This design comes from an exercise in tuning for small area on the open sky130 flow, not from production work. The RTL was checked by simulation tests, not by an equivalence proof against the original design. Power figures rest on the tool's default switching activity, not on a simulated workload.

Design Main, start of the top module:
module Main(LED, AN, R, G, B, HS, VS,
            reset, clk, i_0, i_1, i_2, i_3, AI_switch, invis_switch, paddlesize_switch, ballspeed_switch);
Size: about 2000 cells after synthesis, about 31 I/O pins, roughly 13000 um2 of cells after synthesis.
Settings: LEC_CHECK=0, ABC_AREA=1, CAP_MARGIN=20, CORE_MARGIN=2, CORE_UTILIZATION=55, SLEW_MARGIN=20; clock period 100.0 ns.
standard.sh (not shown) runs the stock make flow with config.mk's settings and CLKGATE_MAP_FILE= SYNTH_SCRIPT=/design/flow/synth_recipe.tcl, a recipe that flattens the netlist after the stock synthesis.
==> flow/flow/run.sh <==
#!/bin/bash
# Own layout flow: the standard synthesis, then the combinational logic between the
# registers is re-mapped for area with ABC (registers untouched; a few ABC seeds are
# tried in parallel and the smallest netlist kept), then the standard layout from
# floorplan to finish with the knobs in flow/knobs.sh.
set -euo pipefail
WORK=$(pwd)
R=$WORK/orfs/results/${FLOW_PLATFORM}/Main/base
YOSYS=${FLOW_HOME}/../tools/install/yosys/bin/yosys
LIB=${FLOW_HOME}/platforms/${FLOW_PLATFORM}/lib/sky130_fd_sc_hd__tt_025C_1v80.lib

# layout knobs read by the ORFS scripts
source $WORK/flow/knobs.sh

bash standard.sh synth > $WORK/flow_synth.log 2>&1
cp $R/1_2_yosys.v $WORK/std_synth.v

reopt() {
  local S=$1
  local SCRIPT
  SCRIPT=$(sed "s/@SEED@/$S/" $WORK/flow/abc.script | tr -d '\n')
  $YOSYS -p "
read_liberty -ignore_miss_func $LIB
read_verilog $WORK/std_synth.v
hierarchy -top ${FLOW_TOP}
setattr -mod -set keep_hierarchy 1 sky130_fd_sc_hd__*df* sky130_fd_sc_hd__*dl*
flatten
blackbox sky130_fd_sc_hd__*df* sky130_fd_sc_hd__*dl*
opt_clean -purge
abc -liberty $LIB -script +$SCRIPT -dont_use *probe* -dont_use *lpflow*
opt_clean -purge
hilomap -singleton -hicell sky130_fd_sc_hd__conb_1 HI -locell sky130_fd_sc_hd__conb_1 LO
insbuf -buf sky130_fd_sc_hd__buf_4 A X
splitnets
opt_clean -purge
select ${FLOW_TOP}
tee -o $WORK/reopt_stat_$S.txt stat -liberty $LIB
write_verilog -noattr -nohex -nodec -selected $WORK/reopt_$S.v
" > $WORK/flow_reopt_$S.log 2>&1 || true
}

SEEDS="1 2 3 4"
for S in $SEEDS; do reopt $S & done
wait

# keep the smallest re-mapped netlist that has exactly the standard synthesis's registers
seqcells() { grep -oE '^ *sky130_fd_sc_hd__[a-z0-9_]*(df|dl)[a-z0-9_]* +[^ ]+' "$1" | sed 's/^ *//' | sort; }
seqcells $WORK/std_synth.v > $WORK/std_regs.txt
best=""; best_area=""
for S in $SEEDS; do
  f=$WORK/reopt_$S.v
  [[ -s $f ]] || continue
  grep -qE '^ *reg ' $f && continue
  seqcells $f | cmp -s - $WORK/std_regs.txt || continue
  a=$(grep -oE "Chip area for module .*: [0-9.]+" $WORK/reopt_stat_$S.txt | awk '{print $NF}' || true)
  [[ -n "$a" ]] || continue
  echo "seed $S area $a" >> $WORK/reopt_choice.txt
  if [[ -z "$best" ]] || awk -v a="$a" -v b="$best_area" 'BEGIN{exit !(a<b)}'; then best=$S; best_area=$a; fi
done
if [[ -n "$best" ]]; then
  echo "chosen seed $best" >> $WORK/reopt_choice.txt
  cp $WORK/reopt_$best.v $R/1_2_yosys.v
else
  echo "no re-mapped netlist kept, using the standard one" >> $WORK/reopt_choice.txt
fi
rm -f $R/1_synth.odb
bash standard.sh finish > $WORK/flow_layout.log 2>&1
Other scripts of this flow, unchanged in this note and not shown: flow/flow/abc.script, flow/flow/knobs.sh
Next try:
--- a/flow/design.v
+++ b/flow/design.v
@@ -264,20 +264,18 @@
   wire p0le = p0 <= plim;
   wire p0ge = p0 >= 9'd10;
   wire p1le = p1 <= plim;
   wire p1ge = p1 >= 9'd10;
   always @(posedge clk) begin
     if (prst) p0 <= 9'd220;
-    else if (p0ge && p0le && (btn_0 || btn_1)) p0 <= p0 + {{8{btn_0}}, 1'b1};
-    else if (!p0ge) p0 <= 9'd10;
+    else if (!p0ge || (p0le && (btn_0 || btn_1))) p0 <= p0 + {{8{btn_0 & p0ge}}, 1'b1};
     else if (!p0le) p0 <= plim;
   end
   always @(posedge clk) begin
     if (prst) p1 <= 9'd220;
-    else if (p1ge && p1le && (btn_2 || btn_3)) p1 <= p1 + {{8{btn_2}}, 1'b1};
-    else if (!p1ge) p1 <= 9'd10;
+    else if (!p1ge || (p1le && (btn_2 || btn_3))) p1 <= p1 + {{8{btn_2 & p1ge}}, 1'b1};
     else if (!p1le) p1 <= plim;
   end
   wire yT = (by <= 10);
   wire yB = (by >= 462);
   wire xL = (bx <= 20);
   wire mid = (by >= 10) && (by <= 462) && (bx >= 20) && (bx <= 296);
@@ -370,29 +368,30 @@
     else c220 <= {c220[7:0], c220[8] ^ c220[4]};
   end
   wire tick220 = (c220 == 9'd374);
   wire aiplay = (bx < 9'd160) && mv && left && AI_switch;
   wire [4:0] hp = paddlewidth[5:1];                   
   wire [3:0] qn = noise ? paddlewidth[5:2] : 4'd0;    
-  wire signed [11:0] sby = {3'b0, by};
-  wire signed [11:0] sap = {3'b0, aipos};
-  wire signed [11:0] shp = {7'b0, hp};
-  wire signed [11:0] sqn = {8'b0, qn};
-  wire signed [11:0] dya = sby - sap;
-  wire signed [11:0] aoff = hitreg ? (sqn - 12'sd6) : (shp + 12'sd10);
-  wire aup = (dya - aoff) > 12'sd0;
-  wire adn = (dya + aoff) < 12'sd0;
+  wire [9:0] dya = {1'b0, by} - {1'b0, aipos};         
+  wire dbig = !dya[9] && (dya[8:5] != 4'd0);            
+  wire dneg = dya[9] && (dya[8:5] != 4'hf);             
+  wire signed [6:0] d7 = {dya[9], dya[5:0]};            
+  wire signed [6:0] qn7 = {3'b0, qn};
+  wire signed [6:0] hp7 = {2'b0, hp};
+  wire signed [6:0] aoff = hitreg ? (qn7 - 7'sd6) : (hp7 + 7'sd10);
+  wire aup = dbig || (!dneg && (d7 > aoff));              
+  wire adn = dneg || (!dbig && (d7 + aoff < 7'sd0));      
   wire Bc = !cpx[9] && (comppos <= plim);                       
   wire Dc = cpx[9] || (comppos > 9'd10);                        
-  wire lowA = (sby + 12'sd6 < sqn);
-  wire lowC = (sby + sqn < 12'sd6);
-  wire lowE = (sby < shp + 12'sd10);
+  wire lowA = ({1'b0, by} + 10'd6 < {6'b0, qn});         
+  wire lowC = ({1'b0, by} + {6'b0, qn} < 10'd6);         
+  wire lowE = ({1'b0, by} < {5'b0, hp} + 10'd10);        
   wire pinc = hitreg ? ((lowA || aup) && Bc) : (lowE || (aup && Bc));
   wire pdec = hitreg ? (!lowC && adn && Dc) : (adn && Dc);
-  wire ai_inc = aiplay ? pinc : ((sap < 12'sd240) && Bc);
-  wire ai_dec = aiplay ? pdec : ((sap > 12'sd240) && Dc);
+  wire ai_inc = aiplay ? pinc : ((aipos < 9'd240) && Bc);
+  wire ai_dec = aiplay ? pdec : ((aipos > 9'd240) && Dc);
   always @(posedge clk) begin
     if (reset) begin
       aicnt <= 7'd0;
       aipos <= 9'd220;
     end else if (tick220) begin
       aicnt <= aicnt + 7'd1;
@@ -404,13 +403,13 @@
   assign AN = cc_o ? 4'b1110 : 4'b0111;
   assign LED = seg(led_num);
   reg inc1_d, inc2_d;
   always @(posedge clk) begin
     inc1_d <= inc1 & ~reset; inc2_d <= inc2 & ~reset;
   end
-  wire [3:0] sd_sel = hc[9] ? (s2 - {3'd0, inc2_d}) : (s1 - {3'd0, inc1_d});
+  wire [3:0] sd_sel = (hc[9] ? s2 : s1) - {3'd0, hc[9] ? inc2_d : inc1_d};
   wire [6:0] nd = seg(sd_sel);
   wire hl = (hc >= 30 && hc <= 40);
   wire hr = (hc >= 600 && hc <= 610);
   wire [8:0] cp = hc[9] ? count_1 : count_0;
   wire [10:0] e0 = {1'b0, vc} - {2'b0, cp};
   wire padx = (hl | hr) && !e0[10] && e0[9:6] == 4'd0 && e0[5:0] <= paddlewidth;
Die area goes down slightly.
Via count goes down by a few percent.
Count of clock-buffer cells in the layout stays the same.
Clock skew goes up by 31 ps.
Power goes down slightly.
Hold slack is about the same.
Sequential power hardly moves.
Design area goes down slightly.
Wire length goes down by a few percent.
Register-to-register slack degrades by 80 ps.
Clock power barely changes.

==> separate check: timing with driven ports <==
The results above use ideal ports. As a check the final layouts listed here were re-extracted and re-timed, cells and wires unchanged. Step 1: set_driving_cell puts a clkbuf_16 on clk and a buf_2 on each other input, an assumption about the parent block. Step 2 moves the port delays by t, midway between the first and last clock arrival at a register: inputs arrive t later, outputs are due t later. That takes back most of the time a late clock gives input paths. Slacks: ideal / step 1 / step 2; pairs: ideal / step 1.
run	t (ns)	setup slack, ns	worst data-port slew with drivers (ns)	cell pins on the clock port's net
the first run	0.574	75.011 / 75.031 / 74.457	0.05	1
the second run	0.566	74.213 / 74.237 / 73.671	0.05	1
After both steps every run listed still meets setup and hold. The setup slack of the first run, which loses most, moves by +0.020 ns with the drivers and by -0.554 ns with both steps.
